Context: an optimization exercise on an open-source flow, tuned for small area and a short achievable clock period. The choices shown serve that exercise and are no tape-out recipe.
Function was checked by simulation only, so behaviour that the tests miss may differ from the original.
No activity file was given, so power comes from the tool's default toggle rates.

==> run a: inputs <==
Design fir_top, start of the top module:
module fir_top (
    input          rst,
    input          clk,
    input  [255:0] coeff_vector,
    input  [15:0]  data_in,
    input          sample_en,
    output [15:0]  data_out,
    output         sample_valid,
    output         overflow
);
Settings: LEC_CHECK=0, ABC_AREA=1, CAP_MARGIN=20, CELL_PAD_IN_SITES_DETAIL_PLACEMENT=1, CELL_PAD_IN_SITES_GLOBAL_PLACEMENT=1, CORE_MARGIN=2, CORE_UTILIZATION=40, PLACE_DENSITY=0.55, SLEW_MARGIN=20; clock period 16.0 ns.
standard.sh (not shown) runs the stock make flow with config.mk's settings and CLKGATE_MAP_FILE= SYNTH_SCRIPT=/design/flow/synth_recipe.tcl, a recipe that flattens the netlist after the stock synthesis.
==> flow/flow/run.sh <==
#!/bin/bash
set -euo pipefail
bash standard.sh SETUP_SLACK_MARGIN=10 finish > standard_flow.log 2>&1
==> run b: changes against run a <==
--- a/flow/design.v
+++ b/flow/design.v
@@ -7231,36 +7231,71 @@
     assign {t0_c320, t0_s319} = as1[34] + ac1[34];
     wire t0_s321, t0_c322;
     assign {t0_c322, t0_s321} = 1'b1 + as1[35] + ac1[35];
     wire [35:0] s0 = {t0_c320, t0_c318, t0_c316, t0_c314, t0_c310, t0_c306, t0_c300, t0_c294, t0_c286, t0_c278, t0_c268, t0_c258, t0_c246, t0_c234, t0_c220, t0_c206, t0_c192, t0_c176, t0_c160, t0_c144, t0_c128, t0_c112, t0_c98, t0_c84, t0_c72, t0_c60, t0_c50, t0_c40, t0_c32, t0_c24, t0_c18, t0_c12, t0_c8, t0_c4, p0_0_1, p0_0_0};
     wire [35:0] c0s = {t0_s321, t0_s319, t0_s317, t0_s315, t0_s313, t0_s309, t0_s305, t0_s299, t0_s293, t0_s285, t0_s277, t0_s267, t0_s257, t0_s245, t0_s233, t0_s219, t0_s205, t0_s191, t0_s175, t0_s159, t0_s143, t0_s127, t0_s111, t0_s97, t0_s83, t0_s71, t0_s59, t0_s49, t0_s39, t0_s31, t0_s23, t0_s17, t0_s11, t0_s7, t0_s3, t0_s1};
     wire [35:0] a0s_d;
-    wire [5:0] a0g_d, a0p_d;
+    wire [8:0] a0g_d, a0p_d;
     wire [35:0] pr0 = s0 ^ c0s;
-    assign {a0g_d[0], a0s_d[5:0]} = s0[5:0] + c0s[5:0];
-    assign a0p_d[0] = &pr0[5:0];
-    assign {a0g_d[1], a0s_d[11:6]} = s0[11:6] + c0s[11:6];
-    assign a0p_d[1] = &pr0[11:6];
-    assign {a0g_d[2], a0s_d[17:12]} = s0[17:12] + c0s[17:12];
-    assign a0p_d[2] = &pr0[17:12];
-    assign {a0g_d[3], a0s_d[23:18]} = s0[23:18] + c0s[23:18];
-    assign a0p_d[3] = &pr0[23:18];
-    assign {a0g_d[4], a0s_d[29:24]} = s0[29:24] + c0s[29:24];
-    assign a0p_d[4] = &pr0[29:24];
-    assign {a0g_d[5], a0s_d[35:30]} = s0[35:30] + c0s[35:30];
-    assign a0p_d[5] = &pr0[35:30];
+    assign {a0g_d[0], a0s_d[3:0]} = s0[3:0] + c0s[3:0];
+    assign a0p_d[0] = &pr0[3:0];
+    assign {a0g_d[1], a0s_d[7:4]} = s0[7:4] + c0s[7:4];
+    assign a0p_d[1] = &pr0[7:4];
+    assign {a0g_d[2], a0s_d[11:8]} = s0[11:8] + c0s[11:8];
+    assign a0p_d[2] = &pr0[11:8];
+    assign {a0g_d[3], a0s_d[15:12]} = s0[15:12] + c0s[15:12];
+    assign a0p_d[3] = &pr0[15:12];
+    assign {a0g_d[4], a0s_d[19:16]} = s0[19:16] + c0s[19:16];
+    assign a0p_d[4] = &pr0[19:16];
+    assign {a0g_d[5], a0s_d[23:20]} = s0[23:20] + c0s[23:20];
+    assign a0p_d[5] = &pr0[23:20];
+    assign {a0g_d[6], a0s_d[27:24]} = s0[27:24] + c0s[27:24];
+    assign a0p_d[6] = &pr0[27:24];
+    assign {a0g_d[7], a0s_d[31:28]} = s0[31:28] + c0s[31:28];
+    assign a0p_d[7] = &pr0[31:28];
+    assign {a0g_d[8], a0s_d[35:32]} = s0[35:32] + c0s[35:32];
+    assign a0p_d[8] = &pr0[35:32];
     reg [35:0] a0s;
-    reg [5:0] a0g, a0p;
+    reg [8:0] a0g, a0p;
     always @(posedge clk)
-        if (rst) begin a0s <= 36'h0; a0g <= 6'h0; a0p <= 6'h0; end
+        if (rst) begin a0s <= 36'h0; a0g <= 9'h0; a0p <= 9'h0; end
         else if (sample_en) begin a0s <= a0s_d; a0g <= a0g_d; a0p <= a0p_d; end
-    wire [5:0] bcin;
+    wire [8:0] bcin;
     assign bcin[0] = 1'b0;
-    assign bcin[1] = a0g[0] | (a0p[0] & bcin[0]);
-    assign bcin[2] = a0g[1] | (a0p[1] & bcin[1]);
-    assign bcin[3] = a0g[2] | (a0p[2] & bcin[2]);
-    assign bcin[4] = a0g[3] | (a0p[3] & bcin[3]);
-    assign bcin[5] = a0g[4] | (a0p[4] & bcin[4]);
-    wire [35:0] a0 = {a0s[35] ^ (bcin[5] & (&a0s[34:30])), a0s[34] ^ (bcin[5] & (&a0s[33:30])), a0s[33] ^ (bcin[5] & (&a0s[32:30])), a0s[32] ^ (bcin[5] & (&a0s[31:30])), a0s[31] ^ (bcin[5] & (&a0s[30:30])), a0s[30] ^ bcin[5], a0s[29] ^ (bcin[4] & (&a0s[28:24])), a0s[28] ^ (bcin[4] & (&a0s[27:24])), a0s[27] ^ (bcin[4] & (&a0s[26:24])), a0s[26] ^ (bcin[4] & (&a0s[25:24])), a0s[25] ^ (bcin[4] & (&a0s[24:24])), a0s[24] ^ bcin[4], a0s[23] ^ (bcin[3] & (&a0s[22:18])), a0s[22] ^ (bcin[3] & (&a0s[21:18])), a0s[21] ^ (bcin[3] & (&a0s[20:18])), a0s[20] ^ (bcin[3] & (&a0s[19:18])), a0s[19] ^ (bcin[3] & (&a0s[18:18])), a0s[18] ^ bcin[3], a0s[17] ^ (bcin[2] & (&a0s[16:12])), a0s[16] ^ (bcin[2] & (&a0s[15:12])), a0s[15] ^ (bcin[2] & (&a0s[14:12])), a0s[14] ^ (bcin[2] & (&a0s[13:12])), a0s[13] ^ (bcin[2] & (&a0s[12:12])), a0s[12] ^ bcin[2], a0s[11] ^ (bcin[1] & (&a0s[10:6])), a0s[10] ^ (bcin[1] & (&a0s[9:6])), a0s[9] ^ (bcin[1] & (&a0s[8:6])), a0s[8] ^ (bcin[1] & (&a0s[7:6])), a0s[7] ^ (bcin[1] & (&a0s[6:6])), a0s[6] ^ bcin[1], a0s[5] ^ (bcin[0] & (&a0s[4:0])), a0s[4] ^ (bcin[0] & (&a0s[3:0])), a0s[3] ^ (bcin[0] & (&a0s[2:0])), a0s[2] ^ (bcin[0] & (&a0s[1:0])), a0s[1] ^ (bcin[0] & (&a0s[0:0])), a0s[0] ^ bcin[0]};
+    wire bG0_1 = a0g[1] | (a0p[1] & a0g[0]);
+    wire bP0_1 = a0p[1] & a0p[0];
+    wire bG0_3 = a0g[3] | (a0p[3] & a0g[2]);
+    wire bP0_3 = a0p[3] & a0p[2];
+    wire bG0_5 = a0g[5] | (a0p[5] & a0g[4]);
+    wire bP0_5 = a0p[5] & a0p[4];
+    wire bG0_7 = a0g[7] | (a0p[7] & a0g[6]);
+    wire bP0_7 = a0p[7] & a0p[6];
+    wire bG1_2 = a0g[2] | (a0p[2] & bG0_1);
+    wire bP1_2 = a0p[2] & bP0_1;
+    wire bG1_3 = bG0_3 | (bP0_3 & bG0_1);
+    wire bP1_3 = bP0_3 & bP0_1;
+    wire bG1_6 = a0g[6] | (a0p[6] & bG0_5);
+    wire bP1_6 = a0p[6] & bP0_5;
+    wire bG1_7 = bG0_7 | (bP0_7 & bG0_5);
+    wire bP1_7 = bP0_7 & bP0_5;
+    wire bG2_4 = a0g[4] | (a0p[4] & bG1_3);
+    wire bP2_4 = a0p[4] & bP1_3;
+    wire bG2_5 = bG0_5 | (bP0_5 & bG1_3);
+    wire bP2_5 = bP0_5 & bP1_3;
+    wire bG2_6 = bG1_6 | (bP1_6 & bG1_3);
+    wire bP2_6 = bP1_6 & bP1_3;
+    wire bG2_7 = bG1_7 | (bP1_7 & bG1_3);
+    wire bP2_7 = bP1_7 & bP1_3;
+    wire bG3_8 = a0g[8] | (a0p[8] & bG2_7);
+    wire bP3_8 = a0p[8] & bP2_7;
+    assign bcin[1] = a0g[0];
+    assign bcin[2] = bG0_1;
+    assign bcin[3] = bG1_2;
+    assign bcin[4] = bG1_3;
+    assign bcin[5] = bG2_4;
+    assign bcin[6] = bG2_5;
+    assign bcin[7] = bG2_6;
+    assign bcin[8] = bG2_7;
+    wire [35:0] a0 = {a0s[35] ^ (bcin[8] & (&a0s[34:32])), a0s[34] ^ (bcin[8] & (&a0s[33:32])), a0s[33] ^ (bcin[8] & (&a0s[32:32])), a0s[32] ^ bcin[8], a0s[31] ^ (bcin[7] & (&a0s[30:28])), a0s[30] ^ (bcin[7] & (&a0s[29:28])), a0s[29] ^ (bcin[7] & (&a0s[28:28])), a0s[28] ^ bcin[7], a0s[27] ^ (bcin[6] & (&a0s[26:24])), a0s[26] ^ (bcin[6] & (&a0s[25:24])), a0s[25] ^ (bcin[6] & (&a0s[24:24])), a0s[24] ^ bcin[6], a0s[23] ^ (bcin[5] & (&a0s[22:20])), a0s[22] ^ (bcin[5] & (&a0s[21:20])), a0s[21] ^ (bcin[5] & (&a0s[20:20])), a0s[20] ^ bcin[5], a0s[19] ^ (bcin[4] & (&a0s[18:16])), a0s[18] ^ (bcin[4] & (&a0s[17:16])), a0s[17] ^ (bcin[4] & (&a0s[16:16])), a0s[16] ^ bcin[4], a0s[15] ^ (bcin[3] & (&a0s[14:12])), a0s[14] ^ (bcin[3] & (&a0s[13:12])), a0s[13] ^ (bcin[3] & (&a0s[12:12])), a0s[12] ^ bcin[3], a0s[11] ^ (bcin[2] & (&a0s[10:8])), a0s[10] ^ (bcin[2] & (&a0s[9:8])), a0s[9] ^ (bcin[2] & (&a0s[8:8])), a0s[8] ^ bcin[2], a0s[7] ^ (bcin[1] & (&a0s[6:4])), a0s[6] ^ (bcin[1] & (&a0s[5:4])), a0s[5] ^ (bcin[1] & (&a0s[4:4])), a0s[4] ^ bcin[1], a0s[3] ^ (bcin[0] & (&a0s[2:0])), a0s[2] ^ (bcin[0] & (&a0s[1:0])), a0s[1] ^ (bcin[0] & (&a0s[0:0])), a0s[0] ^ bcin[0]};
     assign data_out = a0[29:14];
     assign overflow = ~(&a0[35:29] | ~|a0[35:29]);
 endmodule
==> impl_metrics.csv <==
group,metric,value,unit
critical_path,required,16.77,ns
critical_path,path_buf_inv,6,
final_layout,layout-drive-gt1-share,0.105,
final_layout,area_share_nonclk_buffers,0.0612,
detailed_routing,wl_per_cell,31.9,um
floorplanning,die_y,575,um
critical_path,arrival,7.49,ns
global_route,grtUsageMet3,0.0592,
final_layout,multi_input_area_share,0.632,
synthesis,avgSynthCellArea,9.36,um^2
sta,min_period,6.72,ns
outcome,status,"timing/DRC/antenna clean",
critical_path,r2r_slack,9.98,ns
final_layout,n_fill_cell,35820,
sta,period_share,0.420,
pwr,intPower,0.0187,W
-- figures above: run a

==> impl_metrics.csv <==
group,metric,value,unit
critical_path,arrival,7.30,ns
critical_path,crit_path_frequent_cell,"fa_2",
critical_path,r2r_slack,10.02,ns
critical_path,required,16.80,ns
pwr,powerDensity,245,nW/um^2
detailed_routing,vias,110084,
final_layout,area_share_nonclk_buffers,0.0601,
detailed_routing,wl_per_cell,32.7,um
critical_path,path_buf_inv,4,
sta,worstMarginPinSlew,1.29,ns
pwr,intPower,0.0186,W
global_route,grt_overflow,0,
placed_design,pre_cts_ws,7.11,ns
outcome,status,"timing/DRC/antenna clean",
final_layout,multi_input_area_share,0.633,
global_route,grtUsageMet3,0.0680,
sta,period_share,0.406,
synthesis,synth_most_common_cell,"fa_1",
floorplanning,die_y,576,um
final_layout,n_fill_cell,36007,
-- figures above: run b

-- afterwards: timing with drivers on the ports --
No port has a modelled driver above. Below, the same layouts with a new extraction and two added sets of constraints.
Step 1 (the two cells are an assumption about what drives the block):
set clk [get_ports {clk}]
set_driving_cell -lib_cell sky130_fd_sc_hd__clkbuf_16 $clk
set_driving_cell -lib_cell sky130_fd_sc_hd__buf_2 [delete_from_list [all_inputs] $clk]
Step 2 adds t to the input delays and takes it off the output delays; t is the mean of the earliest and latest rising clock arrival at the registers after step 1. Input paths then give back, and output paths get back, about the clock's delay inside the block.
a / b / c = ideal ports / drivers / drivers and shift; a / b = the first two.
run	t (ns)	setup WS [ns]	worst setup path at the end	clock arrival spread, ns
run a	0.995	9.281 / 9.333 / 8.338	input to register	0.100 / 0.100
run b	1.026	9.496 / 9.589 / 8.563	input to register	0.102 / 0.102
After both steps setup and hold are still met in every run listed. The setup slack of run a, which loses most, moves by +0.052 ns with the drivers and by -0.943 ns with both steps.
